From an optimization exercise on the open Yosys and OpenROAD flow, aimed at small area, a short achievable clock period and few clock cycles; shortcuts taken in it are not production practice. The RTL was checked by simulation tests, not by an equivalence proof against the original design.

**design/flow/config.mk**
```make
export PLATFORM = sky130hd
export DESIGN_NAME = RSA
export DESIGN_NICKNAME = RSA
export VERILOG_FILES = /design/flow/design.v
export SDC_FILE = /design/flow/constraint.sdc
export NUM_CORES = 8
export LEC_CHECK = 0
export CAP_MARGIN = 20
export CORE_MARGIN = 2
export CORE_UTILIZATION = 40
export SLEW_MARGIN = 20
export SYNTH_HIERARCHICAL = 1
export SYNTH_MEMORY_MAX_BITS = 8192
```
**design/flow/constraint.sdc**
```tcl
create_clock -name core_clock -period 14.0 [get_ports {CLK}]
set_input_delay 2.8000 -clock core_clock [delete_from_list [all_inputs] [get_ports {CLK}]]
set_output_delay 2.8000 -clock core_clock [all_outputs]
set_load 0.01 [all_outputs]
```
**design/flow/design.v**
```verilog
module RSA ( key_in, mod_in, data_in, data_out, key_ready, mod_ready, data_ready, resetn, CLK, finish, key_end, mod_end, data_out_ready,state );
   input           CLK, resetn;
   input [31:0]    key_in, mod_in, data_in;
   input           key_ready, mod_ready, data_ready;
   output          finish;
   output [31:0]   data_out;
   output          key_end, mod_end, data_out_ready;
   output [2:0]    state;
   localparam [2:0] INIT     = 3'h1;
   localparam [2:0] IDLE     = 3'h2;
   localparam [2:0] KEY_GET  = 3'h3;
   localparam [2:0] MOD_GET  = 3'h4;
   localparam [2:0] DATA_GET = 3'h5;
   localparam [2:0] DATA_OUT = 3'h6;
   localparam [2:0] ENCRYPT  = 3'h7;
   localparam integer I_IDLE = 0;
   localparam integer I_INIT = 1;      
   localparam integer I_WS   = 2;      
   localparam integer I_PRE1 = 3;      
   localparam integer I_PRE2 = 4;      
   localparam integer I_RUN  = 5;      
   localparam integer I_RES  = 6;      
   localparam integer I_NEXT = 7;      
   localparam integer I_DONE = 8;
   localparam [8:0] EG_IDLE = 9'b000000001;
   localparam [8:0] EG_INIT = 9'b000000010;
   localparam [8:0] EG_WS   = 9'b000000100;
   localparam [8:0] EG_PRE1 = 9'b000001000;
   localparam [8:0] EG_PRE2 = 9'b000010000;
   localparam [8:0] EG_RUN  = 9'b000100000;
   localparam [8:0] EG_RES  = 9'b001000000;
   localparam [8:0] EG_NEXT = 9'b010000000;
   localparam [8:0] EG_DONE = 9'b100000000;
   localparam [3:0] PH_DBLA  = 4'd0;
   localparam [3:0] PH_SQ    = 4'd1;
   localparam [3:0] PH_CONV  = 4'd2;
   localparam [3:0] PH_FIX1  = 4'd3;
   localparam [3:0] PH_DBLB  = 4'd4;
   localparam [3:0] PH_LOOP  = 4'd5;
   localparam [3:0] PH_FINAL = 4'd6;
   localparam [3:0] PH_FFIX  = 4'd7;
   localparam [3:0] PH_END   = 4'd8;
   localparam [1:0] SRC_A   = 2'd0;
   localparam [1:0] SRC_X   = 2'd1;
   localparam [1:0] SRC_ONE = 2'd2;
   reg [2:0]  st, st_n;
   reg [4:0]  cnt;
   reg        fin_r, kend_r, mend_r, dor_r, keyok, modok;
   reg [8:0]  eg;
   reg        st_key, st_mod, st_dget, st_dout;    
   wire       eng_start = (st == DATA_GET) && (cnt == 5'd31);
   always @(*) begin
      st_n = st;
      case (st)
        INIT, IDLE:
          if (key_ready) st_n = KEY_GET;
          else if (mod_ready) st_n = MOD_GET;
          else if (st == IDLE && keyok && modok && data_ready) st_n = DATA_GET;
        KEY_GET, MOD_GET:
          if (cnt == 5'd31) st_n = IDLE;
        DATA_GET:
          if (cnt == 5'd31) st_n = ENCRYPT;
        ENCRYPT:
          if (eg[I_DONE]) st_n = DATA_OUT;
        DATA_OUT:
          if (!dor_r && cnt == 5'd31) st_n = IDLE;
        default: st_n = IDLE;
      endcase
   end
   always @(posedge CLK) begin
      if (resetn == 1'b0) begin
         st     <= INIT;
         st_key <= 1'b0;
         st_mod <= 1'b0;
         st_dget <= 1'b0;
         st_dout <= 1'b0;
         fin_r  <= 1'b0;
         cnt    <= 5'd0;
         kend_r <= 1'b0;
         mend_r <= 1'b0;
         dor_r  <= 1'b0;
         keyok  <= 1'b0;
         modok  <= 1'b0;
      end
      else begin
         st    <= st_n;
         st_key  <= (st_n == KEY_GET);
         st_mod  <= (st_n == MOD_GET);
         st_dget <= (st_n == DATA_GET);
         st_dout <= (st_n == DATA_OUT);
         fin_r <= !(st_n == INIT || st_n == IDLE);
         kend_r <= (st == KEY_GET) && (cnt == 5'd31);
         mend_r <= (st == MOD_GET) && (cnt == 5'd31);
         if (st == KEY_GET && cnt == 5'd31) keyok <= 1'b1;
         if (st == MOD_GET && cnt == 5'd31) modok <= 1'b1;
         case (st)
           KEY_GET, MOD_GET, DATA_GET: cnt <= cnt + 5'd1;
           ENCRYPT: begin
              cnt <= 5'd0;
              if (eg[I_DONE]) dor_r <= 1'b1;
           end
           DATA_OUT: begin
              dor_r <= 1'b0;
              cnt <= cnt + 5'd1;
           end
           default: cnt <= 5'd0;
         endcase
      end
   end
   assign state          = st;
   assign finish         = fin_r;
   assign key_end        = kend_r;
   assign mod_end        = mend_r;
   assign data_out_ready = dor_r;
   reg [1023:0] E;           
   reg [1023:0] N;           
   reg [1027:0] X;           
   reg [1024:0] A;           
   reg [1026:0] nS, nC;      
   reg [3:0]    Np;          
   reg [4:0]    topw_idx;    
   reg [4:0]    topw_msb;    
   reg          mexam;
   reg [4:0]    mexam_idx;
   reg [31:0]   dout_r;
   assign data_out = dout_r;
   reg [3:0]    phase;
   reg [1:0]    src;
   reg [10:0]   dcnt;
   reg [2:0]    sqcnt;
   reg [4:0]    wcnt;
   reg          wsdbl, cy, pmsb;
   reg [8:0]    di;          
   reg [63:0]   blk;         
   reg [4:0]    bs;          
   reg          xrot;        
   reg [3:0]    a_pre;       
   reg          a_top;       
   reg [5:0]    asel;        
   reg [6:0]    elo;         
   reg [2:0]    cin;         
   reg          res_first;
   reg [10:0]   ebits;
   reg          scan_act, found, first, sqd, mld;
   function [2:0] booth;
      input b2, b1, b0;
      begin
         booth[2] = b2 & ~(b1 & b0);
         booth[1] = b1 ^ b0;
         booth[0] = (b2 & ~b1 & ~b0) | (~b2 & b1 & b0);
      end
   endfunction
   function [5:0] lowcols;
      input [5:0] sel;      
      input [3:0] m;
      reg [3:0] r0;
      reg [1:0] r1;
      begin
         r0[0] = (sel[1] & m[0]) ^ sel[2];
         r0[1] = ((sel[1] & m[1]) | (sel[0] & m[0])) ^ sel[2];
         r0[2] = ((sel[1] & m[2]) | (sel[0] & m[1])) ^ sel[2];
         r0[3] = ((sel[1] & m[3]) | (sel[0] & m[2])) ^ sel[2];
         r1[0] = (sel[4] & m[0]) ^ sel[5];
         r1[1] = ((sel[4] & m[1]) | (sel[3] & m[0])) ^ sel[5];
         lowcols = {2'b0, r0} + {2'b0, r1, 2'b0} + {5'b0, sel[2]} + {3'b0, sel[5], 2'b0};
      end
   endfunction
   localparam integer W = 1031;
   wire [2:0] sa0 = asel[2:0];
   wire [2:0] sa1 = asel[5:3];
   wire [3:0] t_lo = elo[3:0];
   reg  [5:0] qtab [0:15];
   reg  [1:0] ktab [0:15];
   reg  [3:0] qv;
   reg  [5:0] qtab_nx [0:15];
   reg  [6:0] kv;
   reg  [1:0] ktab_nx [0:15];
   integer ti;
   always @(*) begin
      for (ti = 0; ti < 16; ti = ti + 1) begin
         qv = ti[3:0] * Np;
         qtab_nx[ti] = {booth(qv[3], qv[2], qv[1]), booth(qv[1], qv[0], 1'b0)};
         kv = {3'b0, ti[3:0]} + {1'b0, lowcols(qtab_nx[ti], N[3:0])};
         ktab_nx[ti] = kv[5:4];
      end
   end
   always @(posedge CLK) begin
      if (eng_start)
        for (ti = 0; ti < 16; ti = ti + 1) begin
           qtab[ti] <= qtab_nx[ti];
           ktab[ti] <= ktab_nx[ti];
        end
   end
   wire [5:0] qsel = qtab[t_lo];
   wire [2:0] c4 = elo[6:4] + {1'b0, ktab[t_lo]};
   wire [W-1:0] Bx  = {{(W-1025){A[1024]}}, A};
   wire [W-1:0] Nx  = {{(W-1024){1'b0}}, N};
   wire [W-1:0] na0 = ~((({W{sa0[1]}} & Bx) | ({W{sa0[0]}} & {Bx[W-2:0], 1'b0})) ^ {W{sa0[2]}});
   wire [W-1:0] na1 = ~((({W{sa1[1]}} & {Bx[W-3:0], 2'b0}) | ({W{sa1[0]}} & {Bx[W-4:0], 3'b0})) ^ {W{sa1[2]}});
   wire [W-1:0] nq0 = ~((({W{qsel[1]}} & Nx) | ({W{qsel[0]}} & {Nx[W-2:0], 1'b0})) ^ {W{qsel[2]}});
   wire [W-1:0] nq1 = ~((({W{qsel[4]}} & {Nx[W-3:0], 2'b0}) | ({W{qsel[3]}} & {Nx[W-4:0], 3'b0})) ^ {W{qsel[5]}});
   wire [1:0] s_t = ~nS[1026:1025];
   wire [1:0] c_t = ~nC[1026:1025];
   wire ext_s = |{s_t, c_t};
   wire ext_c = &{s_t, c_t};
   wire [W-1:0] nSx = {{(W-1027){~ext_s}}, nS};
   wire [W-1:0] nCx = {{(W-1027){~ext_c}}, nC};
   wire [1030:0] cs_s1, cs_c1;
   rsa_fav #(1027) cs_f1_4 (nSx[1030:4], nCx[1030:4], na0[1030:4], cs_s1[1030:4], cs_c1[1030:4]);
   wire [1030:0] cs_s2, cs_c2;
   rsa_haiv #(1) cs_h2_4 (cs_s1[4], na1[4], cs_s2[4:4], cs_c2[4:4]);
   rsa_fav #(1026) cs_f2_5 (cs_s1[1030:5], cs_c1[1029:4], na1[1030:5], cs_s2[1030:5], cs_c2[1030:5]);
   wire [1030:0] cs_s3, cs_c3;
   rsa_haiv #(1) cs_h3_4 (cs_s2[4], nq0[4], cs_s3[4:4], cs_c3[4:4]);
   rsa_fav #(1026) cs_f3_5 (cs_s2[1030:5], cs_c2[1029:4], nq0[1030:5], cs_s3[1030:5], cs_c3[1030:5]);
   wire [1030:0] cs_s4, cs_c4;
   rsa_haiv #(1) cs_h4_4 (cs_s3[4], nq1[4], cs_s4[4:4], cs_c4[4:4]);
   rsa_fav #(1026) cs_f4_5 (cs_s3[1030:5], cs_c3[1029:4], nq1[1030:5], cs_s4[1030:5], cs_c4[1030:5]);
   wire [1030:0] ncsa_s = {cs_s4[1030:4], {4{1'b1}}};
   wire [1030:0] ncsa_c = {cs_c4[1029:4], {5{1'b1}}};
   wire [1026:0] nS_mm = ncsa_s[W-1:4];
   wire [1026:0] nC_mm = ncsa_c[W-1:4];
   wire [5:0] sp0 = {booth(a_pre[3], a_pre[2], a_pre[1]),
                     booth(a_pre[1], a_pre[0], eg[I_PRE2] ? 1'b0 : a_top)};
   wire [5:0] pl_nx = lowcols(sp0, A[3:0]);
   wire [6:0] elo_nx = eg[I_PRE2] ? {1'b0, pl_nx} :
                       ({3'b0, ~nS_mm[3:0]} + {3'b0, ~nC_mm[3:0]} + {1'b0, pl_nx} + {4'b0, c4});
   wire [9:0] rs0 = {2'b0, ~nS[7:0]} + {2'b0, ~nC[7:0]} + {7'b0, cin};
   wire [1027:0] nrc;
   wire [1026:0] nrsum;
   wire [1026:0] nC_res;
   wire [128:0]  cbound;
   genvar gp;
   generate
      for (gp = 0; gp < 1027; gp = gp + 1) begin : g_res
         wire ci;
         if (gp < 8) begin : g_b0
            assign nrsum[gp] = ~rs0[gp];
            assign nrc[gp+1] = 1'b1;
         end else begin : g_bk
            if (gp % 8 == 0) begin : g_cb
               assign ci = 1'b1;
            end else begin : g_cr
               assign ci = nrc[gp];
            end
            rsa_fa FA (nS[gp], nC[gp], ci, nrsum[gp], nrc[gp+1]);
         end
         if (gp == 8 || gp == 9) begin : g_c8
            assign nC_res[gp] = ~rs0[gp];
            if (gp == 8) begin : g_cb8
               assign cbound[1] = ~nC[8];
            end
         end else if (gp % 8 == 0 && gp > 0) begin : g_cout
            assign nC_res[gp] = nrc[gp];
            assign cbound[gp/8] = ~nC[gp];
         end else begin : g_cz
            assign nC_res[gp] = 1'b1;
         end
      end
   endgenerate
   assign nrc[0] = 1'b1;
   assign cbound[0] = 1'b0;
   wire c_zero = ~|cbound;
   wire [1087:0] Aext = {{63{A[1024]}}, A};
   wire [8:0] di_p2 = di + 9'd2;
   wire [4:0] bsel = bs;
   wire [64*32-1:0] bl0;
   genvar gi;
   generate
      for (gi = 0; gi < 32; gi = gi + 1) begin : g_bl
         if (gi < 17) begin : g_l
            assign bl0[64*gi +: 64] = Aext[64*gi +: 64];
         end else begin : g_z
            assign bl0[64*gi +: 64] = 64'd0;
         end
      end
   endgenerate
   wire [64*16-1:0] bl1;
   wire [64*8-1:0]  bl2;
   wire [64*4-1:0]  bl3;
   wire [64*2-1:0]  bl4;
   wire [63:0]      bl5;
   generate
      for (gi = 0; gi < 16; gi = gi + 1) begin : g_b1
         assign bl1[64*gi +: 64] = bsel[0] ? bl0[64*(2*gi+1) +: 64] : bl0[64*(2*gi) +: 64];
      end
      for (gi = 0; gi < 8; gi = gi + 1) begin : g_b2
         assign bl2[64*gi +: 64] = bsel[1] ? bl1[64*(2*gi+1) +: 64] : bl1[64*(2*gi) +: 64];
      end
      for (gi = 0; gi < 4; gi = gi + 1) begin : g_b3
         assign bl3[64*gi +: 64] = bsel[2] ? bl2[64*(2*gi+1) +: 64] : bl2[64*(2*gi) +: 64];
      end
      for (gi = 0; gi < 2; gi = gi + 1) begin : g_b4
         assign bl4[64*gi +: 64] = bsel[3] ? bl3[64*(2*gi+1) +: 64] : bl3[64*(2*gi) +: 64];
      end
   endgenerate
   assign bl5 = bsel[4] ? bl4[127:64] : bl4[63:0];
   wire [4*8-1:0] dg1;
   wire [4*4-1:0] dg2;
   wire [4*2-1:0] dg3;
   wire [3:0]     dg4;
   generate
      for (gi = 0; gi < 8; gi = gi + 1) begin : g_d1
         assign dg1[4*gi +: 4] = di[0] ? blk[4*(2*gi+1) +: 4] : blk[4*(2*gi) +: 4];
      end
      for (gi = 0; gi < 4; gi = gi + 1) begin : g_d2
         assign dg2[4*gi +: 4] = di[1] ? dg1[4*(2*gi+1) +: 4] : dg1[4*(2*gi) +: 4];
      end
      for (gi = 0; gi < 2; gi = gi + 1) begin : g_d3
         assign dg3[4*gi +: 4] = di[2] ? dg2[4*(2*gi+1) +: 4] : dg2[4*(2*gi) +: 4];
      end
   endgenerate
   assign dg4 = di[3] ? dg3[7:4] : dg3[3:0];
   wire [3:0] lv9 = dg4;
   wire [3:0] dig_fetch = (src == SRC_A) ? lv9 :
                          (src == SRC_X) ? X[3:0] :
                          ((di == 9'd0) ? 4'd1 : 4'd0);
   wire fetch = eg[I_PRE1] | eg[I_PRE2] | eg[I_RUN];
   wire        sgn  = A[1024];
   wire [31:0] aw   = A[31:0];
   wire [31:0] nw   = N[31:0];
   wire        wsub = wsdbl & ~sgn;
   wire        wadd = sgn;
   wire [31:0] opa  = wsdbl ? {aw[30:0], pmsb} : aw;
   wire [31:0] opn  = wsub ? ~nw : (wadd ? nw : 32'd0);
   wire [32:0] wsum = {1'b0, opa} + {1'b0, opn} + {32'b0, cy};
   wire        wsgn = (wsdbl ? aw[31] : sgn) ^ wsub ^ wsum[32];
   wire [31:0] initw = (wcnt == topw_idx) ? (32'd1 << topw_msb) : 32'd0;
   wire [11:0] m_dbl = 12'd1036 - {2'b0, topw_idx, 5'b0} - {7'b0, topw_msb};
   wire [31:0] ntop = N[1023:992];
   reg  [4:0]  ntop_msb;
   integer k;
   always @(*) begin
      ntop_msb = 5'd0;
      for (k = 0; k < 32; k = k + 1)
        if (ntop[k]) ntop_msb = k[4:0];
   end
   reg [3:0] np_f;
   always @(*) begin
      case (ntop[3:0])
        4'd1:  np_f = 4'd15;
        4'd3:  np_f = 4'd5;
        4'd5:  np_f = 4'd3;
        4'd7:  np_f = 4'd9;
        4'd9:  np_f = 4'd7;
        4'd11: np_f = 4'd13;
        4'd13: np_f = 4'd11;
        4'd15: np_f = 4'd1;
        default: np_f = 4'd0;
      endcase
   end
   wire etop = E[1023];
   reg rotE_cmd;        
   reg copyX;           
   always @(posedge CLK) begin
      if (resetn == 1'b0) begin
         eg <= EG_IDLE;
         scan_act <= 1'b0;
         rotE_cmd <= 1'b0;
         copyX <= 1'b0;
         xrot <= 1'b0;
      end
      else begin
         rotE_cmd <= 1'b0;
         copyX <= 1'b0;
         if (eg[I_NEXT]) xrot <= 1'b0;
         if (eg[I_RUN] && di == 9'd256) xrot <= 1'b0;
         if (eng_start) begin
            ebits <= 11'd0;
            scan_act <= 1'b1;
            found <= 1'b0;
         end
         else if (scan_act) begin
            if (etop) begin
               found <= 1'b1;
               scan_act <= 1'b0;
            end
            else if (ebits[10]) begin
               scan_act <= 1'b0;
            end
            else
              ebits <= ebits + 11'd1;
         end
         else if (rotE_cmd)
           ebits <= ebits + 11'd1;
         case (1'b1)
           eg[I_IDLE]: begin
              if (eng_start) begin
                 eg <= EG_INIT;
                 wcnt <= 5'd0;
                 phase <= PH_DBLA;
                 dcnt <= m_dbl[10:0];
                 first <= 1'b1;
                 sqd <= 1'b0;
                 mld <= 1'b0;
              end
           end
           eg[I_INIT]: begin
              wcnt <= wcnt + 5'd1;
              if (wcnt == 5'd31) eg <= EG_NEXT;
           end
           eg[I_WS]: begin
              wcnt <= wcnt + 5'd1;
              cy <= wsum[32];
              pmsb <= aw[31];
              if (wcnt == 5'd31) eg <= EG_NEXT;
           end
           eg[I_PRE1]: begin
              di <= di + 9'd1;
              eg <= EG_PRE2;
           end
           eg[I_PRE2]: begin
              di <= di + 9'd1;
              eg <= EG_RUN;
           end
           eg[I_RUN]: begin
              di <= di + 9'd1;
              if (di == 9'd258) begin
                 eg <= EG_RES;
                 res_first <= 1'b1;
              end
           end
           eg[I_RES]: begin
              res_first <= 1'b0;
              if (!res_first && c_zero) eg <= EG_NEXT;
           end
           eg[I_NEXT]: begin
              case (phase)
                PH_DBLA:
                  if (dcnt != 11'd0) begin
                     dcnt <= dcnt - 11'd1;
                     wsdbl <= 1'b1;
                     wcnt <= 5'd0; pmsb <= 1'b0;
                     cy <= ~A[1024];
                     eg <= EG_WS;
                  end
                  else begin
                     phase <= PH_SQ;
                     sqcnt <= 3'd7;
                  end
                PH_SQ:
                  if (sqcnt != 3'd0) begin
                     sqcnt <= sqcnt - 3'd1;
                     src <= SRC_A;
                     di <= 9'd0;
                     eg <= EG_PRE1;
                  end
                  else begin
                     phase <= PH_CONV;
                  end
                PH_CONV: begin
                   src <= SRC_X;
                   xrot <= 1'b1;
                   di <= 9'd0;
                   eg <= EG_PRE1;
                   phase <= PH_FIX1;
                end
                PH_FIX1: begin
                   wsdbl <= 1'b0;
                   wcnt <= 5'd0; pmsb <= 1'b0; cy <= 1'b0;
                   eg <= EG_WS;
                   phase <= PH_DBLB;
                   dcnt <= 11'd4;
                end
                PH_DBLB:
                  if (dcnt != 11'd0) begin
                     dcnt <= dcnt - 11'd1;
                     wsdbl <= 1'b1;
                     wcnt <= 5'd0; pmsb <= 1'b0;
                     cy <= ~A[1024];
                     eg <= EG_WS;
                  end
                  else begin
                     copyX <= 1'b1;
                     phase <= PH_LOOP;
                  end
                PH_LOOP:
                  if (scan_act || copyX) begin
                  end
                  else if (!found) begin
                     phase <= PH_FINAL;
                  end
                  else if (first) begin
                     first <= 1'b0;
                     rotE_cmd <= 1'b1;
                  end
                  else if (rotE_cmd) begin
                  end
                  else if (ebits[10]) begin
                     phase <= PH_FINAL;
                  end
                  else if (!sqd) begin
                     sqd <= 1'b1;
                     src <= SRC_A;
                     di <= 9'd0;
                     eg <= EG_PRE1;
                  end
                  else if (etop && !mld) begin
                     mld <= 1'b1;
                     src <= SRC_X;
                     xrot <= 1'b1;
                     di <= 9'd0;
                     eg <= EG_PRE1;
                  end
                  else begin
                     sqd <= 1'b0;
                     mld <= 1'b0;
                     rotE_cmd <= 1'b1;
                  end
                PH_FINAL: begin
                   src <= SRC_ONE;
                   di <= 9'd0;
                   eg <= EG_PRE1;
                   phase <= PH_FFIX;
                end
                PH_FFIX: begin
                   wsdbl <= 1'b0;
                   wcnt <= 5'd0; pmsb <= 1'b0; cy <= 1'b0;
                   eg <= EG_WS;
                   phase <= PH_END;
                end
                PH_END: eg <= EG_DONE;
                default: ;
              endcase
           end
           eg[I_DONE]: eg <= EG_IDLE;
           default: eg <= EG_IDLE;
         endcase
      end
   end
   wire wordop = eg[I_INIT] | eg[I_WS] | (st_dout & (cnt != 5'd31));
   wire [31:0] topword = eg[I_INIT] ? initw :
                         eg[I_WS]   ? wsum[31:0] : aw;
   always @(posedge CLK) begin
      dout_r <= A[31:0];
      if (st_key)
        E <= {key_in, E[1023:32]};
      else if ((scan_act && !etop && !ebits[10]) || rotE_cmd)
        E <= {E[1022:0], E[1023]};
      if (st_mod)
        N <= {mod_in, N[1023:32]};
      else if (eg[I_WS])
        N <= {N[31:0], N[1023:32]};
      mexam <= st_mod;
      mexam_idx <= cnt;
      if (mexam) begin
         if (mexam_idx == 5'd0) begin
            Np <= np_f;
            topw_idx <= 5'd0;
            topw_msb <= ntop_msb;
         end
         else if (ntop != 32'd0) begin
            topw_idx <= mexam_idx;
            topw_msb <= ntop_msb;
         end
      end
      if (st_dget)
        X <= {4'b0, data_in, X[1023:32]};
      else if (copyX)
        X <= {{3{A[1024]}}, A};
      else if (xrot)
        X <= {X[3:0], X[1027:4]};
      if (eg[I_RES])
        A <= ~nrsum[1024:0];
      else if (wordop) begin
         A[1023:0] <= {topword, A[1023:32]};
         if (eg[I_INIT]) A[1024] <= 1'b0;
         if (eg[I_WS] && wcnt == 5'd31) A[1024] <= wsgn;
      end
      if (eg[I_RES]) begin
         nS <= nrsum;
         nC <= nC_res;
      end
      else if (eg[I_PRE2]) begin
         nS <= {1027{1'b1}};
         nC <= {1027{1'b1}};
      end
      else begin
         nS <= nS_mm;
         nC <= nC_mm;
      end
      blk   <= bl5;
      bs    <= fetch ? di_p2[8:4] : 5'd0;
      a_pre <= dig_fetch;
      a_top <= a_pre[3];
      asel  <= sp0;
      elo   <= elo_nx;
      cin   <= eg[I_RUN] ? c4 : 3'd0;
   end
endmodule
module rsa_fa (a, b, c, s, co);
   input  a, b, c;
   output s, co;
   assign s  = a ^ b ^ c;
   assign co = (a & b) | (a & c) | (b & c);
endmodule
module rsa_hai (a, b, s, co);
   input  a, b;
   output s, co;
   assign s  = ~(a ^ b);
   assign co = a | b;
endmodule
module rsa_fav (a, b, c, s, co);
   parameter integer W = 8;
   input  [W-1:0] a, b, c;
   output [W-1:0] s, co;
   genvar i;
   generate
      for (i = 0; i < W; i = i + 1) begin : g
         rsa_fa FA (a[i], b[i], c[i], s[i], co[i]);
      end
   endgenerate
endmodule
module rsa_haiv (a, b, s, co);
   parameter integer W = 8;
   input  [W-1:0] a, b;
   output [W-1:0] s, co;
   assign s  = ~(a ^ b);
   assign co = a | b;
endmodule
```
**design/flow/flow/run.sh**
```bash
#!/bin/bash
# Layout flow: the standard ORFS flow (standard.sh), run with a setup
# repair margin aimed well below the 14 ns clock, so that repair_timing
# keeps sizing and buffering the critical paths after the 14 ns
# constraint is met.  The constraints, the synthesis and every step are
# the standard ones.
set -euo pipefail
bash standard.sh SETUP_SLACK_MARGIN=9.3 TNS_END_PERCENT=100 finish > standard_flow.log 2>&1
```
**design/flow/standard.sh**
```bash
#!/bin/bash
# synth_recipe.tcl (not shown) runs the flow's synth.tcl, then flattens the netlist and writes it again
# the make line also repeats each setting of config.mk as NAME=value (left out here)
make -C /OpenROAD-flow-scripts/flow DESIGN_CONFIG=/design/flow/config.mk WORK_HOME=/design/flow/orfs CLKGATE_MAP_FILE= SYNTH_SCRIPT=/design/flow/synth_recipe.tcl "${@:-finish}"
```
==> flow_summary_export.csv, run 1 <==
group,metric,value,unit
global_routing,grt_pass1_wl,2420000,µm
sta,hold_viol,0,
cells_and_area,nNetsFinal,37100,
worst_hold_path,holdPathStages,0,
sta,fmax,0.200,GHz
logic_synthesis,synth_cells,32700,
cells_and_area,area_delta_synth_final,10.7,%
worst_hold_path,hold_path_startpoint,"cnt[4]$_SDFF_PN0_",
sta,maxSlewViolCount,0,
worst_setup_path,path_cells,"clkbuf_8, or2_4, buf_16, buf_12, buf_6, o22a_1",
detailed_routing,wl_met1,636000,µm
logic_synthesis,synth_cell_type_count,79,
worst_setup_path,cp.arrival,6120,ps
detailed_routing,vias,302000,
detailed_routing,dr_wl_met3,259000,µm
sta,skew,124,ps
cells_and_area,final_cells,46700,
sta,rsz0062_at_grt,"yes",
sta,hold_ws,357,ps
logic_synthesis,syn_area_per_cell,13.0,µm²
cts,clockRootBuffer,"clkbuf_16",
sta,worst_pin_slew,1360,ps
placed_design,portBuffers,139,
logic_synthesis,synth_largest_area_cell,"edfxtp_1",
logic_synthesis,synth-async-reset-ratio,0,%
cells_and_area,multi_input_area,244000,µm²
detailed_routing,post_drt_wl_per_cell,37.3,µm
worst_setup_path,cp-end-kind,"flop",
worst_setup_path,critical_path_class,"flop to flop",
logic_synthesis,synth_seq_cells,6442,
global_routing,grt_usage,31.3,%
detailed_routing,drc,0,
flow_run,drv_cap,0,
cts,cts_hold_buf,0,
logic_synthesis,synth_common_cells,"5,146 x fa_1, 4,226 x edfxtp_1, 4,112 x a22oi_1, 2,216 x dfxtp_1, 2,135 x xnor2_1",
logic_synthesis,yosys.area.top_type_share,29.8,%
logic_synthesis,dominantRegCellSynth,"edfxtp_1",
detailed_routing,drt-total-wl,1740000,µm
worst_hold_path,hold_path.class,"flop to flop",
placed_design,place_inst,44800,
logic_synthesis,seq_area_frac_synth,40.2,%
worst_setup_path,ff2ff_path_depth,6,
worst_setup_path,reg2reg_slack,8990,ps
worst_setup_path,critical_path_required,15120,ps
logic_synthesis,ys_top_cells_by_area,"edfxtp_1 30%, fa_1 24%, dfxtp_1 10%",
worst_setup_path,path_delay_family,"buffers and inverters",
cells_and_area,utilization,44.4,%
cells_and_area,drive_gt1_share,10.4,%
sta,finalCriticalPeriod,5010,ps
detailed_routing,viasPerCell,6.47,
logic_synthesis,synth_warnings,11,
sta,setup_viol,0,
cells_and_area,seq_area,171000,µm²
placed_design,gp_congestion,0.979,
worst_setup_path,start_kind,"flop",
logic_synthesis,yosysMostFrequentCell,"fa_1",
floorplan,die_x,1040,µm
sta,slew_headroom,7.08,%
global_routing,grt_max_degree,220,
cells_and_area,fillers,95000,
detailed_routing,dr_wl_met2,734000,µm
floorplan,initial_core_util,40.1,%
cts,cts.path.max_buffers,5,
sta,fin_crit_sh,35.8,%
worst_setup_path,path_max_fanout,131,
detailed_routing,ant_nets,0,
floorplan,rows,378,
placed_design,hpwl,1120000,µm
floorplan,die_y,1040,µm
cts,clkTransAtPathRegs,60,ps
cts,cts_made_buffers,764,
detailed_routing,highest_layer,"met5",
outcome,status,"complete, no violations",
worst_setup_path,r2r-start,"eg[4]$_SDFFE_PN0P_",
worst_setup_path,cp_slowest_cell,"dfxtp_4",
floorplan,fp.dieArea,1070000,µm²
logic_synthesis,netlist_area,426000,µm²
worst_setup_path,path_buf_inv,4,
worst_setup_path,timing.rr.end,"nC[392]$_DFF_P_",
detailed_routing,drt_pass1_iterations,9,
global_routing,overflow,0,
cts,cts_tree,"done",
worst_setup_path,crit_path_max_incr_delay,730,ps
sta,finalSetupTns,0,ps
logic_synthesis,synth-edff-count,4226,
cts,clk_latency,1230,ps
global_routing,grt_pass1_vias,304000,
global_routing,antenna_found_initial,302,
cts,htreeDepth,6,
floorplan,core_area,1060000,µm²
cts,cts.sinks,6442,
floorplan,ios,140,
worst_hold_path,min_to,"mexam_idx[4]$_DFF_P_",
detailed_routing,detail_route.iter0.violations,45700,
==> registers in the layout, indices dropped and copies added (netlist names), 5 cells and up <==
register and count:
E 1024, dout_r 32, cnt 5, qtab 34, ebits 11, X 1028
topw_idx 5, di 9, A 1025, N 1024, asel 6, blk 64
wcnt 5, nS 1027, eg 9, ktab 28, dcnt 11, nC 1026
elo 7, topw_msb 5, mexam_idx 5, bs 5
==> stage by stage <==
stage | setup WS [ps] | cell area, µm²
after floorplan | 5530 | 426000
after global placement | 7340 | 439000
after detailed placement | 7280 | 439000
after CTS | 9070 | 469000
after global routing | 8950 | 471000
final | 8990 | 471000
==> kinds of logic (layout without fill, tap and decap cells) <==
logic type / after synthesis / in the layout / synth area share (%)
adder cells (fa/ha/maj): 5299 / 5299 / 24.7
XOR/XNOR: 4232 / 4232 / 8.71
flip-flops: 6442 / 6442 / 40.2
AO/OA/AOI/OAI: 7724 / 7727 / 12.6
AND/OR/NAND/NOR: 3524 / 3526 / 3.79
buffers and inverters: 2930 / 2490 / 2.73
other: 2 / 409 / 0.00176
multiplexers: 2500 / 2500 / 7.22
==> placed cells by master (no fill, tap or decap), types with 69 or more instances in the layout <==
cell type	n
clkbuf_1	223
xor2_1	2093
mux4_2	343
edfxtp_1	4226
o21ai_0	1119
o22a_1	1130
buf_12	101
clkinv_1	91
mux2_2	1108
inv_1	211
clkbuf_16	813
a22oi_1	4108
a21oi_1	1090
conb_1	129
clkinv_2	109
buf_6	69
clkdlybuf4s50_1	97
mux2i_1	1047
diode_2	280
nor2_1	1147
or3_1	906
buf_4	339
buf_16	87
xnor2_1	2133
dfxtp_1	2187
fa_1	5133
ha_1	149
nand2_1	1191
clkbuf_8	100
==> worst max-delay path by stage <==
stage                         end  depth (start not counted)  slack [ps]                from
2_1_floorplan      N[0]$_DFFE_PP_                          3        5530  eg[2]$_SDFFE_PN0P_
6_report          nC[392]$_DFF_P_                          6        8990  eg[4]$_SDFFE_PN0P_
5_1_grt            elo[5]$_DFF_P_                         17        8950     asel[0]$_DFF_P_
4_1_cts        nC[454]$_SDFF_PP1_                         12        9070     asel[0]$_DFF_P_
3_3_place_gp   nC[517]$_SDFF_PP1_                         14        7340      elo[3]$_DFF_P_
3_5_place_dp   nC[453]$_SDFF_PP1_                         14        7280      elo[3]$_DFF_P_
==> layout make-up <==
| type | instances | share of cell area [%] |
|---|---|---|
| diodes | 280 | 0.149 |
| clock buffers | 1103 | 4.62 |
| clock inverters | 324 | 0.748 |
| inverters | 218 | 0.179 |
| multi-input cells | 23400 | 51.7 |
| flip-flops and latches | 6442 | 36.4 |
| well taps | 14100 | 3.73 |
| repair buffers | 843 | 2.50 |
| repair inverters | 2 | 0.00372 |
==> layer usage <==
metal / vias up / GRT usage (%)
li1: 117000 / -
met1: 157000 / 40.5
met2: 23700 / 44.6
met3: 4710 / 12.9
met4: 210 / 16.8
met5: - / 0.159
==> per-module statistics from Yosys, one instance, submodules excluded, a selection <==
| module | flip-flops and latches | cells inside | times used | area, µm² |
|---|---|---|---|---|
| RSA | 6442 | 27500 | 1 | 323000 |
| rsa_fa | 0 | 1 | 5124 | 20.0 |
==> repair_timing <==
action | in CTS | in global routing
setup endpoints to repair | 3446 | 1707
resized for setup | 419 | 122
cloned | 65 | 29
setup buffers | 64 | 14
pin swaps | 33 | 4
Testbench counts, summed over its fixed seeds: cycles 1,705,681.
==> run 2: changes to the inputs <==
--- a/design/flow/design.v
+++ b/design/flow/design.v
@@ -17,5 +17,4 @@
    localparam integer I_INIT = 1;      
    localparam integer I_WS   = 2;      
-   localparam integer I_PRE1 = 3;      
    localparam integer I_PRE2 = 4;      
    localparam integer I_RUN  = 5;      
@@ -26,5 +25,4 @@
    localparam [8:0] EG_INIT = 9'b000000010;
    localparam [8:0] EG_WS   = 9'b000000100;
-   localparam [8:0] EG_PRE1 = 9'b000001000;
    localparam [8:0] EG_PRE2 = 9'b000010000;
    localparam [8:0] EG_RUN  = 9'b000100000;
@@ -35,5 +33,5 @@
    localparam [3:0] PH_SQ    = 4'd1;
    localparam [3:0] PH_CONV  = 4'd2;
-   localparam [3:0] PH_FIX1  = 4'd3;
+   localparam [3:0] PH_COPY  = 4'd3;
    localparam [3:0] PH_DBLB  = 4'd4;
    localparam [3:0] PH_LOOP  = 4'd5;
@@ -138,9 +136,9 @@
    reg          a_top;       
    reg [5:0]    asel;        
+   reg [5:0]    pl_pre;      
    reg [6:0]    elo;         
    reg [2:0]    cin;         
-   reg          res_first;
    reg [10:0]   ebits;
-   reg          scan_act, found, first, sqd, mld;
+   reg          scan_act, found, cbit;
    function [2:0] booth;
       input b2, b1, b0;
@@ -223,12 +221,12 @@
    wire [5:0] sp0 = {booth(a_pre[3], a_pre[2], a_pre[1]),
                      booth(a_pre[1], a_pre[0], eg[I_PRE2] ? 1'b0 : a_top)};
-   wire [5:0] pl_nx = lowcols(sp0, A[3:0]);
+   wire [5:0] pl_nx = pl_pre;
    wire [6:0] elo_nx = eg[I_PRE2] ? {1'b0, pl_nx} :
                        ({3'b0, ~nS_mm[3:0]} + {3'b0, ~nC_mm[3:0]} + {1'b0, pl_nx} + {4'b0, c4});
    wire [9:0] rs0 = {2'b0, ~nS[7:0]} + {2'b0, ~nC[7:0]} + {7'b0, cin};
    wire [1027:0] nrc;
+   wire [128:0]  cbound;
    wire [1026:0] nrsum;
    wire [1026:0] nC_res;
-   wire [128:0]  cbound;
    genvar gp;
    generate
@@ -260,6 +258,8 @@
    endgenerate
    assign nrc[0] = 1'b1;
-   assign cbound[0] = 1'b0;
+   assign cbound[0] = ~nC[9];
    wire c_zero = ~|cbound;
+   reg  res_first;      
+   wire nx = eg[I_NEXT] | (eg[I_RES] & c_zero & ~res_first);
    wire [1087:0] Aext = {{63{A[1024]}}, A};
    wire [8:0] di_p2 = di + 9'd2;
@@ -316,5 +316,8 @@
                           (src == SRC_X) ? X[3:0] :
                           ((di == 9'd0) ? 4'd1 : 4'd0);
-   wire fetch = eg[I_PRE1] | eg[I_PRE2] | eg[I_RUN];
+   wire fetch = eg[I_PRE2] | eg[I_RUN];
+   wire [3:0] dig_f = nx ? dig0 : dig_fetch;
+   wire [5:0] spf = {booth(dig_f[3], dig_f[2], dig_f[1]),
+                     booth(dig_f[1], dig_f[0], nx ? 1'b0 : a_pre[3])};
    wire        sgn  = A[1024];
    wire [31:0] aw   = A[31:0];
@@ -351,18 +354,100 @@
    end
    wire etop = E[1023];
-   reg rotE_cmd;        
    reg copyX;           
+   reg        n_mm;         
+   reg [1:0]  n_src;        
+   reg        n_ws;         
+   reg        n_wsdbl;      
+   reg        n_rot;        
+   reg        n_copy;       
+   reg        n_done;
+   reg [3:0]  n_phase;
+   reg [10:0] n_dcnt;
+   reg [2:0]  n_sqcnt;
+   reg        n_cbit;
+   always @(*) begin
+      n_mm = 1'b0; n_src = SRC_A; n_ws = 1'b0; n_wsdbl = 1'b1;
+      n_rot = 1'b0; n_copy = 1'b0; n_done = 1'b0;
+      n_phase = phase; n_dcnt = dcnt; n_sqcnt = sqcnt; n_cbit = cbit;
+      case (phase)
+        PH_DBLA:
+          if (dcnt != 11'd0) begin
+             n_dcnt = dcnt - 11'd1;
+             n_ws = 1'b1;
+          end
+          else begin
+             n_phase = PH_SQ;
+             n_sqcnt = 3'd6;
+             n_mm = 1'b1;
+          end
+        PH_SQ:
+          if (sqcnt != 3'd0) begin
+             n_sqcnt = sqcnt - 3'd1;
+             n_mm = 1'b1;
+          end
+          else begin
+             n_phase = PH_DBLB;
+             n_dcnt = 11'd3;
+             n_ws = 1'b1;
+          end
+        PH_DBLB:
+          if (dcnt != 11'd0) begin
+             n_dcnt = dcnt - 11'd1;
+             n_ws = 1'b1;
+          end
+          else begin
+             n_phase = PH_COPY;
+             n_mm = 1'b1;
+             n_src = SRC_X;
+          end
+        PH_COPY: begin
+           n_copy = 1'b1;
+           n_phase = PH_LOOP;
+        end
+        PH_LOOP:
+          if (scan_act || copyX) begin
+          end
+          else if (!found) begin
+             n_phase = PH_FFIX;
+             n_mm = 1'b1;
+             n_src = SRC_ONE;
+          end
+          else if (cbit) begin
+             n_cbit = 1'b0;
+             n_mm = 1'b1;
+             n_src = SRC_X;
+          end
+          else if (ebits[10]) begin
+             n_phase = PH_FFIX;
+             n_mm = 1'b1;
+             n_src = SRC_ONE;
+          end
+          else begin
+             n_cbit = etop;
+             n_rot = 1'b1;
+             n_mm = 1'b1;
+          end
+        PH_FFIX: begin
+           n_ws = 1'b1;
+           n_wsdbl = 1'b0;
+           n_phase = PH_END;
+        end
+        PH_END: n_done = 1'b1;
+        default: ;
+      endcase
+   end
+   wire start_x = nx & n_mm & (n_src == SRC_X);
+   wire [3:0] dig0 = (n_src == SRC_A) ? A[3:0] :
+                     (n_src == SRC_X) ? X[3:0] : 4'd1;
+   wire rotE = (scan_act & ~ebits[10]) | (nx & n_rot);
    always @(posedge CLK) begin
       if (resetn == 1'b0) begin
          eg <= EG_IDLE;
          scan_act <= 1'b0;
-         rotE_cmd <= 1'b0;
          copyX <= 1'b0;
          xrot <= 1'b0;
       end
       else begin
-         rotE_cmd <= 1'b0;
          copyX <= 1'b0;
-         if (eg[I_NEXT]) xrot <= 1'b0;
          if (eg[I_RUN] && di == 9'd256) xrot <= 1'b0;
          if (eng_start) begin
@@ -371,27 +456,24 @@
             found <= 1'b0;
          end
-         else if (scan_act) begin
-            if (etop) begin
-               found <= 1'b1;
-               scan_act <= 1'b0;
+         else begin
+            if (rotE) ebits <= ebits + 11'd1;
+            if (scan_act) begin
+               if (ebits[10])
+                 scan_act <= 1'b0;
+               else if (etop) begin
+                  found <= 1'b1;
+                  scan_act <= 1'b0;
+               end
             end
-            else if (ebits[10]) begin
-               scan_act <= 1'b0;
-            end
-            else
-              ebits <= ebits + 11'd1;
          end
-         else if (rotE_cmd)
-           ebits <= ebits + 11'd1;
          case (1'b1)
            eg[I_IDLE]: begin
               if (eng_start) begin
+                 copyX <= 1'b1;
                  eg <= EG_INIT;
                  wcnt <= 5'd0;
                  phase <= PH_DBLA;
                  dcnt <= m_dbl[10:0];
-                 first <= 1'b1;
-                 sqd <= 1'b0;
-                 mld <= 1'b0;
+                 cbit <= 1'b0;
               end
            end
@@ -406,8 +488,4 @@
               if (wcnt == 5'd31) eg <= EG_NEXT;
            end
-           eg[I_PRE1]: begin
-              di <= di + 9'd1;
-              eg <= EG_PRE2;
-           end
            eg[I_PRE2]: begin
               di <= di + 9'd1;
@@ -421,107 +499,28 @@
               end
            end
-           eg[I_RES]: begin
-              res_first <= 1'b0;
-              if (!res_first && c_zero) eg <= EG_NEXT;
-           end
-           eg[I_NEXT]: begin
-              case (phase)
-                PH_DBLA:
-                  if (dcnt != 11'd0) begin
-                     dcnt <= dcnt - 11'd1;
-                     wsdbl <= 1'b1;
-                     wcnt <= 5'd0; pmsb <= 1'b0;
-                     cy <= ~A[1024];
-                     eg <= EG_WS;
-                  end
-                  else begin
-                     phase <= PH_SQ;
-                     sqcnt <= 3'd7;
-                  end
-                PH_SQ:
-                  if (sqcnt != 3'd0) begin
-                     sqcnt <= sqcnt - 3'd1;
-                     src <= SRC_A;
-                     di <= 9'd0;
-                     eg <= EG_PRE1;
-                  end
-                  else begin
-                     phase <= PH_CONV;
-                  end
-                PH_CONV: begin
-                   src <= SRC_X;
-                   xrot <= 1'b1;
-                   di <= 9'd0;
-                   eg <= EG_PRE1;
-                   phase <= PH_FIX1;
-                end
-                PH_FIX1: begin
-                   wsdbl <= 1'b0;
-                   wcnt <= 5'd0; pmsb <= 1'b0; cy <= 1'b0;
-                   eg <= EG_WS;
-                   phase <= PH_DBLB;
-                   dcnt <= 11'd4;
-                end
-                PH_DBLB:
-                  if (dcnt != 11'd0) begin
-                     dcnt <= dcnt - 11'd1;
-                     wsdbl <= 1'b1;
-                     wcnt <= 5'd0; pmsb <= 1'b0;
-                     cy <= ~A[1024];
-                     eg <= EG_WS;
-                  end
-                  else begin
-                     copyX <= 1'b1;
-                     phase <= PH_LOOP;
-                  end
-                PH_LOOP:
-                  if (scan_act || copyX) begin
-                  end
-                  else if (!found) begin
-                     phase <= PH_FINAL;
-                  end
-                  else if (first) begin
-                     first <= 1'b0;
-                     rotE_cmd <= 1'b1;
-                  end
-                  else if (rotE_cmd) begin
-                  end
-                  else if (ebits[10]) begin
-                     phase <= PH_FINAL;
-                  end
-                  else if (!sqd) begin
-                     sqd <= 1'b1;
-                     src <= SRC_A;
-                     di <= 9'd0;
-                     eg <= EG_PRE1;
-                  end
-                  else if (etop && !mld) begin
-                     mld <= 1'b1;
-                     src <= SRC_X;
-                     xrot <= 1'b1;
-                     di <= 9'd0;
-                     eg <= EG_PRE1;
-                  end
-                  else begin
-                     sqd <= 1'b0;
-                     mld <= 1'b0;
-                     rotE_cmd <= 1'b1;
-                  end
-                PH_FINAL: begin
-                   src <= SRC_ONE;
-                   di <= 9'd0;
-                   eg <= EG_PRE1;
-                   phase <= PH_FFIX;
-                end
-                PH_FFIX: begin
-                   wsdbl <= 1'b0;
-                   wcnt <= 5'd0; pmsb <= 1'b0; cy <= 1'b0;
-                   eg <= EG_WS;
-                   phase <= PH_END;
-                end
-                PH_END: eg <= EG_DONE;
-                default: ;
-              endcase
+           nx: begin
+              phase <= n_phase;
+              dcnt <= n_dcnt;
+              sqcnt <= n_sqcnt;
+              cbit <= n_cbit;
+              if (n_copy) copyX <= 1'b1;
+              if (n_mm) begin
+                 src <= n_src;
+                 xrot <= (n_src == SRC_X);
+                 di <= 9'd1;
+                 eg <= EG_PRE2;
+              end
+              else if (n_ws) begin
+                 wsdbl <= n_wsdbl;
+                 wcnt <= 5'd0; pmsb <= 1'b0;
+                 cy <= n_wsdbl & ~A[1024];
+                 eg <= EG_WS;
+              end
+              else if (n_done)
+                eg <= EG_DONE;
+              else
+                eg <= EG_NEXT;
            end
+           eg[I_RES]: res_first <= 1'b0;
            eg[I_DONE]: eg <= EG_IDLE;
            default: eg <= EG_IDLE;
@@ -529,12 +528,13 @@
       end
    end
-   wire wordop = eg[I_INIT] | eg[I_WS] | (st_dout & (cnt != 5'd31));
+   wire wordop = eg[I_INIT] | eg[I_WS] | st_dget | (st_dout & (cnt != 5'd31));
    wire [31:0] topword = eg[I_INIT] ? initw :
-                         eg[I_WS]   ? wsum[31:0] : aw;
+                         eg[I_WS]   ? wsum[31:0] :
+                         st_dget    ? data_in : aw;
    always @(posedge CLK) begin
       dout_r <= A[31:0];
       if (st_key)
         E <= {key_in, E[1023:32]};
-      else if ((scan_act && !etop && !ebits[10]) || rotE_cmd)
+      else if (rotE)
         E <= {E[1022:0], E[1023]};
       if (st_mod)
@@ -555,9 +555,7 @@
          end
       end
-      if (st_dget)
-        X <= {4'b0, data_in, X[1023:32]};
-      else if (copyX)
+      if (copyX)
         X <= {{3{A[1024]}}, A};
-      else if (xrot)
+      else if (xrot | start_x)
         X <= {X[3:0], X[1027:4]};
       if (eg[I_RES])
@@ -565,5 +563,5 @@
       else if (wordop) begin
          A[1023:0] <= {topword, A[1023:32]};
-         if (eg[I_INIT]) A[1024] <= 1'b0;
+         if (eg[I_INIT] | st_dget) A[1024] <= 1'b0;
          if (eg[I_WS] && wcnt == 5'd31) A[1024] <= wsgn;
       end
@@ -582,7 +580,8 @@
       blk   <= bl5;
       bs    <= fetch ? di_p2[8:4] : 5'd0;
-      a_pre <= dig_fetch;
+      a_pre <= dig_f;
       a_top <= a_pre[3];
       asel  <= sp0;
+      pl_pre <= lowcols(spf, A[3:0]);
       elo   <= elo_nx;
       cin   <= eg[I_RUN] ? c4 : 3'd0;
==> design/flow/flow/run.sh (replaced) <==
#!/bin/bash
# Layout flow: the standard ORFS flow (standard.sh), run with a setup
# repair margin aimed well below the 14 ns clock, so that repair_timing
# keeps sizing and buffering the critical paths after the 14 ns
# constraint is met, and with cell resizing not limited to cells of the
# same footprint.  The constraints, the synthesis and every step are the
# standard ones.
set -euo pipefail
bash standard.sh SETUP_SLACK_MARGIN=9.3 TNS_END_PERCENT=100 MATCH_CELL_FOOTPRINT=0 finish > standard_flow.log 2>&1
==> run 2 against run 1 <==
Still clean. Via count decreased by 4.8%. Worst setup slack improved by 190 ps. Clock-buffer cell count decreased by 109. Critical path depth grew 5. Sequential share of layout area increased by 0.19 points. Design area down 0.45%. Register-to-register slack better by 190 ps. Global-route usage down 1.4 points. Cell count decreased by 1.4%. Critical endpoint is now X[430]$_DFFE_PP_. Largest cell class unchanged.
==> flow_summary_export.csv, run 2 <==
group,metric,value,unit
sta,setup_ws,9180,ps
logic_synthesis,synth-async-reset-ratio,0,%
cts,clockRootBuffer,"clkbuf_16",
cts,cts_tree,"done",
sta,worst_pin_slew,1400,ps
logic_synthesis,yosysMostFrequentCell,"fa_1",
cts,htreeDepth,6,
worst_setup_path,cp_slowest_cell,"nand4_1",
worst_setup_path,reg2reg_slack,9180,ps
cells_and_area,final_common_cell,"fa_1",
worst_setup_path,critical_path_required,14860,ps
floorplan,ios,140,
cells_and_area,utilization,44.8,%
detailed_routing,post_drt_wl_per_cell,35.6,µm
worst_setup_path,path_buf_inv,5,
sta,skew,169,ps
sta,fin_crit_sh,34.4,%
cts,cts.path.max_buffers,5,
detailed_routing,detail_route.iter0.violations,40900,
placed_design,placed_area,435000,µm²
detailed_routing,drt_pass1_iterations,8,
worst_setup_path,cp.arrival,5680,ps
logic_synthesis,synth_warnings,11,
cts,clk_latency,1350,ps
detailed_routing,drt-total-wl,1640000,µm
cells_and_area,reg_top3,"X (1028), nS (1027), nC (1026)",
logic_synthesis,synth_seq_cells,6444,
logic_synthesis,synth_common_cells,"5,146 x fa_1, 4,228 x edfxtp_1, 4,112 x a22oi_1, 2,216 x dfxtp_1, 2,140 x mux2_2",
cells_and_area,stdcell_area,469000,µm²
cells_and_area,final_cells,46100,
worst_hold_path,hold_path.class,"flop to flop",
detailed_routing,viasPerCell,6.24,
logic_synthesis,synth-edff-count,4228,
worst_setup_path,cp-end-kind,"flop",
cells_and_area,top_register,"X",
sta,maxSlewViolCount,0,
placed_design,portBuffers,139,
detailed_routing,vias,288000,
worst_setup_path,path_cells,"nand4_1, nor4_4, buf_4, nand4_1, o41ai_4, buf_12, buf_12, a21boi_4, a211o_4, buf_16, buf_16",
outcome,status,"complete, no violations",
cells_and_area,final_cell_mix,"5,141 x fa_1, 4,228 x edfxtp_1, 4,109 x a22oi_1, 2,140 x dfxtp_1, 2,139 x mux2_2",
cts,cts_made_buffers,762,
global_routing,grt_usage,29.8,%
global_routing,grt_max_degree,196,
global_routing,overflow,0,
cells_and_area,nNetsFinal,36500,
global_routing,grt_pass1_wl,2280000,µm
logic_synthesis,yosys.area.top_type_share,30.2,%
detailed_routing,ant_nets,0,
floorplan,core_area,1050000,µm²
placed_design,hpwl,1060000,µm
sta,rsz0062_at_grt,"yes",
cells_and_area,area_delta_synth_final,11.6,%
logic_synthesis,synth_cells,31800,
logic_synthesis,syn_area_per_cell,13.2,µm²
placed_design,gp_congestion,0.950,
sta,setup_viol,0,
worst_setup_path,critical_path_class,"flop to flop",
global_routing,antenna_found_initial,298,
floorplan,die_y,1030,µm
worst_setup_path,crit_path_max_incr_delay,610,ps
sta,finalCriticalPeriod,4820,ps
cells_and_area,drive_gt1_share,14.4,%
sta,fmax,0.208,GHz
sta,hold_viol,0,
placed_design,place_inst,44000,
logic_synthesis,ys_top_cells_by_area,"edfxtp_1 30%, fa_1 25%, dfxtp_1 11%",
worst_setup_path,path_max_fanout,53,
logic_synthesis,seq_area_frac_synth,40.8,%
logic_synthesis,dominantRegCellSynth,"edfxtp_1",
cts,cts.sinks,6444,
cells_and_area,largest_reg_flops,1028,
sta,slew_headroom,6.84,%
cts,clkTransAtPathRegs,60,ps
detailed_routing,drc,0,
floorplan,rows,376,
worst_setup_path,start_kind,"flop",
floorplan,fp.dieArea,1060000,µm²
global_routing,grt_pass1_vias,294000,
worst_setup_path,path_delay_family,"simple AND/OR/NAND/NOR gates",
cts,cts_hold_buf,0,
flow_run,drv_cap,0,
logic_synthesis,netlist_area,420000,µm²
logic_synthesis,synth_largest_area_cell,"edfxtp_1",
logic_synthesis,synth_cell_type_count,81,
floorplan,die_x,1030,µm
placed_design,dp_slack,6760,ps
floorplan,initial_core_util,40.1,%
## run 2: cell count changes in the layout (fill, tap and decap cells not counted), sizes merged, moves of 45 or more
cell,previous run,this run
mux2,1109,2141
o22a,1130,1
o21ai,1190,1316
nand2,1192,1306
a21oi,1094,117
clkinv,236,300
bufbuf,45,0
mux2i,1048,36
nor2,1148,1309
o21a,21,1005
## run 2: logic make-up after synthesis
kind of cell | share of synthesized area, %
compound gates | 11.2
flops | 40.8
fa+ha+maj | 25.0
xor+xnor | 8.84
simple gates | 4.09
buf+inv | 2.46
mux | 7.62
other cells | 0.00179
## run 2: per-stage QoR
step / setup TNS, ps / hold WS [ps]
final: 0 / 342
after detailed placement: 0 / 374
after global placement: 0 / 375
after global routing: 0 / 351
after CTS: 0 / 337
after floorplan: -5042290 / 329
## run 2: what timing repair did
item                                    in CTS  in global routing
endpoints found under the setup margin    4897               2191
buffers inserted                            90                 26
gates cloned                               115                 46
hold endpoints to repair                     0                  0
pin swaps                                   49                 26
gates resized for setup                    734                193
## run 2: modules after synthesis, one instance, submodules excluded, a selection
module / area, µm² / flops+latches / copies in the design
rsa_fa: 20.0 / 0 / 5124
RSA: 317000 / 6444 / 1
## run 2: area by class of cell
cell class | instances | area [µm²]
clock inverter | 425 | 4580
inverter | 221 | 833
multi-input combinational | 22700 | 240000
clock buffer | 994 | 20600
antenna | 323 | 808
timing repair buffer | 925 | 13600
sequential | 6444 | 171000
fill | 93700 | 579000
tap | 14000 | 17500
## run 2: metal layers
metal	wire length [µm]	vias to the layer above	track usage, %
li1	-	113000	-
met1	598000	150000	38.6
met2	711000	20200	44.0
met3	203000	4235	8.64
met4	125000	120	19.3
met5	806	-	0
## run 2: path summary, 6_finish.rpt
kind                          start                   end  depth (start not counted)
setup / recovery    nC[704]$_DFF_P_      X[430]$_DFFE_PP_                         11
hold / removal    cnt[4]$_SDFF_PN0_  mexam_idx[4]$_DFF_P_                          0
setup reg to reg    nC[704]$_DFF_P_      X[430]$_DFFE_PP_                         11
hold reg to reg   cnt[4]$_SDFF_PN0_  mexam_idx[4]$_DFF_P_                          0
Testbench counts of run 2, summed over its fixed seeds: cycles 1,683,961.

[what the ideal ports hide]
The flow's constraints put no driver on any port. The routed layouts listed below were extracted and timed again, unchanged, in two steps. Step 1, drivers: a clkbuf_16 drives CLK and a buf_2 each remaining input, both assumed. Step 2 moves the port delays by t, midway between the first and last clock arrival at a register: inputs arrive t later, outputs are due t later. That takes back most of the time a late clock gives input paths. a / b / c = ideal / step 1 / step 2; a / b = the first two.
| run | t, ns | setup WS [ns] | cell pins on the clock port's net |
|---|---|---|---|
| run 1 | 1.356 | 8.995 / 8.995 / 8.995 | 1 |
| run 2 | 1.369 | 9.183 / 9.169 / 8.512 | 1 |
After both steps every run listed still meets setup and hold. For run 2, which loses most, drivers alone change the setup slack by -0.014 ns; drivers and shift together by -0.671 ns.
